This design comes from an exercise in tuning for small area and a short achievable clock period on the open sky130 flow, not from production work. The RTL was checked by simulation tests, not by an equivalence proof against the original design.

===== flow/design.v =====
module question_6(
    input clk,
    input rst,
    input signed [15:0] x,
    output reg signed [15:0] y
);
    reg signed [15:0] x1, x2;       
    reg signed [15:0] y1, y2, y3;  
    always @(posedge clk or posedge rst) begin
        if (rst) begin
            x1 <= 16'sd0;
            x2 <= 16'sd0;
            y1 <= 16'sd0;
            y2 <= 16'sd0;
            y3 <= 16'sd0;
            y  <= 16'sd0;
        end else begin
            y <= x - x1 + x2 + y3 + (y1 >>> 1) + (y2 >>> 2);
            x2 <= x1;
            x1 <= x;
            y3 <= y2;
            y2 <= y1;
            y1 <= y;
        end
    end
endmodule

===== flow/run.sh =====
#!/bin/bash
# synth_recipe.tcl (not shown) runs the flow's synth.tcl, then flattens the netlist and writes it again
# the make line also repeats each setting of config.mk as NAME=value (left out here)
make -C /OpenROAD-flow-scripts/flow DESIGN_CONFIG=/design/flow/config.mk WORK_HOME=/design/flow/orfs CLKGATE_MAP_FILE= SYNTH_SCRIPT=/design/flow/synth_recipe.tcl finish

===== flow/constraint.sdc =====
create_clock -name core_clock -period 5.0 [get_ports {clk}]
set_input_delay 1.0000 -clock core_clock [delete_from_list [all_inputs] [get_ports {clk}]]
set_output_delay 1.0000 -clock core_clock [all_outputs]
set_load 0.01 [all_outputs]

===== flow/config.mk =====
export PLATFORM = sky130hd
export DESIGN_NAME = question_6
export DESIGN_NICKNAME = question_6
export VERILOG_FILES = /design/flow/design.v
export SDC_FILE = /design/flow/constraint.sdc
export NUM_CORES = 4
export LEC_CHECK = 0
export CAP_MARGIN = 20
export CORE_MARGIN = 2
export CORE_UTILIZATION = 40
export SLEW_MARGIN = 20

==> out/qor.yml <==
status: "finished clean"
synth_cells: 365
dp_hpwl_um: 5417
pre_cts_slack_ns: 0.2171
cts_setup_buffers: 0
port_buffers: 33
fillers: 1051
die_y_um: 112.3
yosysWarnings: 1
vias: 2425
finalHoldViolations: 0
fin_nets: 501
rows: 39
report.final.slew_viol_count: 0
cts_max_level: 3
clk_pin_slew_ns: 0.06
synth_top_area_share_pct: 51.17
dp.cells: 541
grt_pass1_vias: 2746
worst-setup-path-type: "in2reg"
globalRouteTotalUtil_pct: 13.37
detail-route-antenna-nets: 0
setup_violations: 0
dieArea_sq_um: 12620
cts_made_buffers: 9
fin_util_pct: 48.41
wl_um: 7098
grt_setup_unrepaired: "false"
cts_resized: 0
cpPeakStageDelay_ns: 0.56
drt_first_pass_iters: 4
tightest_slew_ns: 0.9293
grt_pass1_wl_um: 13030
yosys-top-cells-count: "inv_1 (120), dfrtp_1 (96), fa_1 (59)"
critPathRequiredTime_ns: 5.22
synth.most_common_cell: "inv_1"
vias_per_cell: 4.354
period_share_pct: 88.50
drc: 0
critPathMostFrequentCell: "fa_1"
fmax_mhz: 226.0
start_util_pct: 41.11
final_cells: 557
cp-start-kind: "input port"
whs_ns: 0.3416
hold_buffers: 0
synth_edf_count: 0
synth_area_leaders: "dfrtp_1 (51%), fa_1 (25%), inv_1 (9.6%), ha_1 (4.0%), xnor2_1 (2.2%)"
clockBufferDepth: 2
grt_max_degree: 77
hold_path.class: "reg2reg"
ios: 34
fin_area_sq_um: 5528
async_reset_ff_share_pct: 100.0
end_kind: "register"
finClkSkew_ns: 0.006381
synth_cell_types: 33
core_area_sq_um: 11420
drive_gt1_share_pct: 4.348
setup_tns_ns: 0
cp_slowest_cell: "fa_1"
area_delta_synth_final_pct: 17.75
cts_tree: "yes"
arrival_ns: 4.65
syn_area_per_cell_sq_um: 12.86
cts_root_buffer: "clkbuf_16"
clock_latency_ns: 0.34
antenna_found_initial: 0
clock_sinks: 96
synth_seq_cells: 96
synth-main-ff-cell: "dfrtp_1"
antenna_cells: 0
cp_max_fo: 3
ys_seq_area_share_pct: 51.17
first_iter_violations: 121
setup_slack_ns: 0.5749
syn_area_sq_um: 4695
avgRoutedWirePerCell_um: 12.74
period_needed_ns: 4.425
yosysTopAreaCell: "dfrtp_1"
synth.net_count: 457
relSlewSlack_pct: 38.05
die_x_um: 112.3
grt_overflow: 0
gp_congestion: 0.7553
maxCapViolCount: 0
crit_path_cell_trace: "clkdlybuf4s50_1 > inv_1 > fa_1 > fa_1 > fa_1 > inv_1 > ha_1 > inv_1 > fa_1 > nand2b_1 > a21oi_1 > o31ai_1 > a211o_1 > o311ai_0"
dpl_cell_area_sq_um: 5209
## worst max-delay path: cells and delay by family
family / cells / cell delay (ns)
AO/OA/AOI/OAI: 4 / 0.79
buffers and inverters: 4 / 0.69
adder cells (fa/ha/maj): 5 / 1.99
AND/OR/NAND/NOR: 1 / 0.17
## metal layers
layer / part of all wire [%] / track usage (%) / vias up
li1: - / - / 1146
met1: 46 / 18.00 / 1239
met2: 49 / 20.52 / 32
met3: 4.0 / 4.860 / 8
met4: 1.6 / 4.146 / 0
met5: 0 / 0 / -
## area by class of cell
class	instances	area, sq um	share of cell area [%]
Multi-Input combinational cell	148	1837	33.23
Clock inverter	2	35.03	0.6338
Timing Repair Buffer	34	337.8	6.111
Tap cell	143	178.9	3.237
Inverter	120	452.9	8.194
Clock buffer	14	284.0	5.138
Sequential cell	96	2402	43.46
## sequential cells by signal (all words and copies together), names as in the netlist
name  count
y        16
y3       16
y2       16
y1       16
x2       16
x1       16
## logic make-up (layout without fill, tap and decap cells)
kind of cell               Yosys count  after routing  share of synthesized area [%]
muxes                                1              1                         0.2132
DFF                                 96             96                          51.17
adders and majority gates           74             74                          29.16
and+or+nand+nor                     31             31                          3.332
xor gates and xnor gates            15             15                          2.799
buffers and inverters              121            170                          9.701
AOI/OAI and AO/OA                   27             27                          3.625
## cell usage in the layout, fill, tap and decap left out, types with 2 or more instances in the layout
cell type / netlist / layout
inv_1: 120 / 119
dfrtp_1: 96 / 96
fa_1: 59 / 59
clkdlybuf4s50_1: 0 / 33
ha_1: 15 / 15
a21oi_1: 12 / 12
xnor2_1: 12 / 12
clkbuf_16: 0 / 9
nor2_1: 7 / 7
nand2_1: 6 / 6
nand3_1: 5 / 5
clkbuf_8: 0 / 4
xor2_1: 3 / 3
nor2b_1: 3 / 3
nor3_1: 3 / 3
o21ai_0: 2 / 2
nand2b_1: 2 / 2
a21o_1: 2 / 2
## path summary, 6_finish.rpt
kind	start	endpoint	slack (ns)	depth (start not counted)
hold / removal	y2[0]	y3[0]	0.34	0
hold reg to reg	y2[0]	y3[0]	0.34	0
max in group asynchronous	rst	x2[4]	2.96	3
setup reg to reg	y1[2]	y[12]	1.24	15
setup / recovery	x[2]	y[12]	0.57	14
min in group asynchronous	rst	x1[0]	1.20	2

==> afterwards: timing with drivers on the ports <==
How much do the figures lean on ideal ports? The routed layout below was timed once more, with nothing changed but the port constraints.
Step 1: set_driving_cell puts a clkbuf_16 on clk and a buf_2 on each other input, an assumption about the parent block.
Step 2 adds t to the input delays and takes it off the output delays; t is the mean of the earliest and latest rising clock arrival at the registers after step 1. Input paths then give back, and output paths get back, about the clock's delay inside the block.
Slacks: ideal ports / drivers / drivers and shift; pairs: ideal ports / drivers.
t (ns): 0.374
setup WS [ns]: 0.575 / 0.584 / 0.210
worst hold slack (ns): 0.342 / 0.342 / 0.342
worst setup path at the end: input to register
worst register clock-pin slew, ns: 0.06 / 0.06
After both steps setup and hold are still met in this run. The setup slack of this run moves by +0.009 ns with the drivers and by -0.365 ns with both steps.
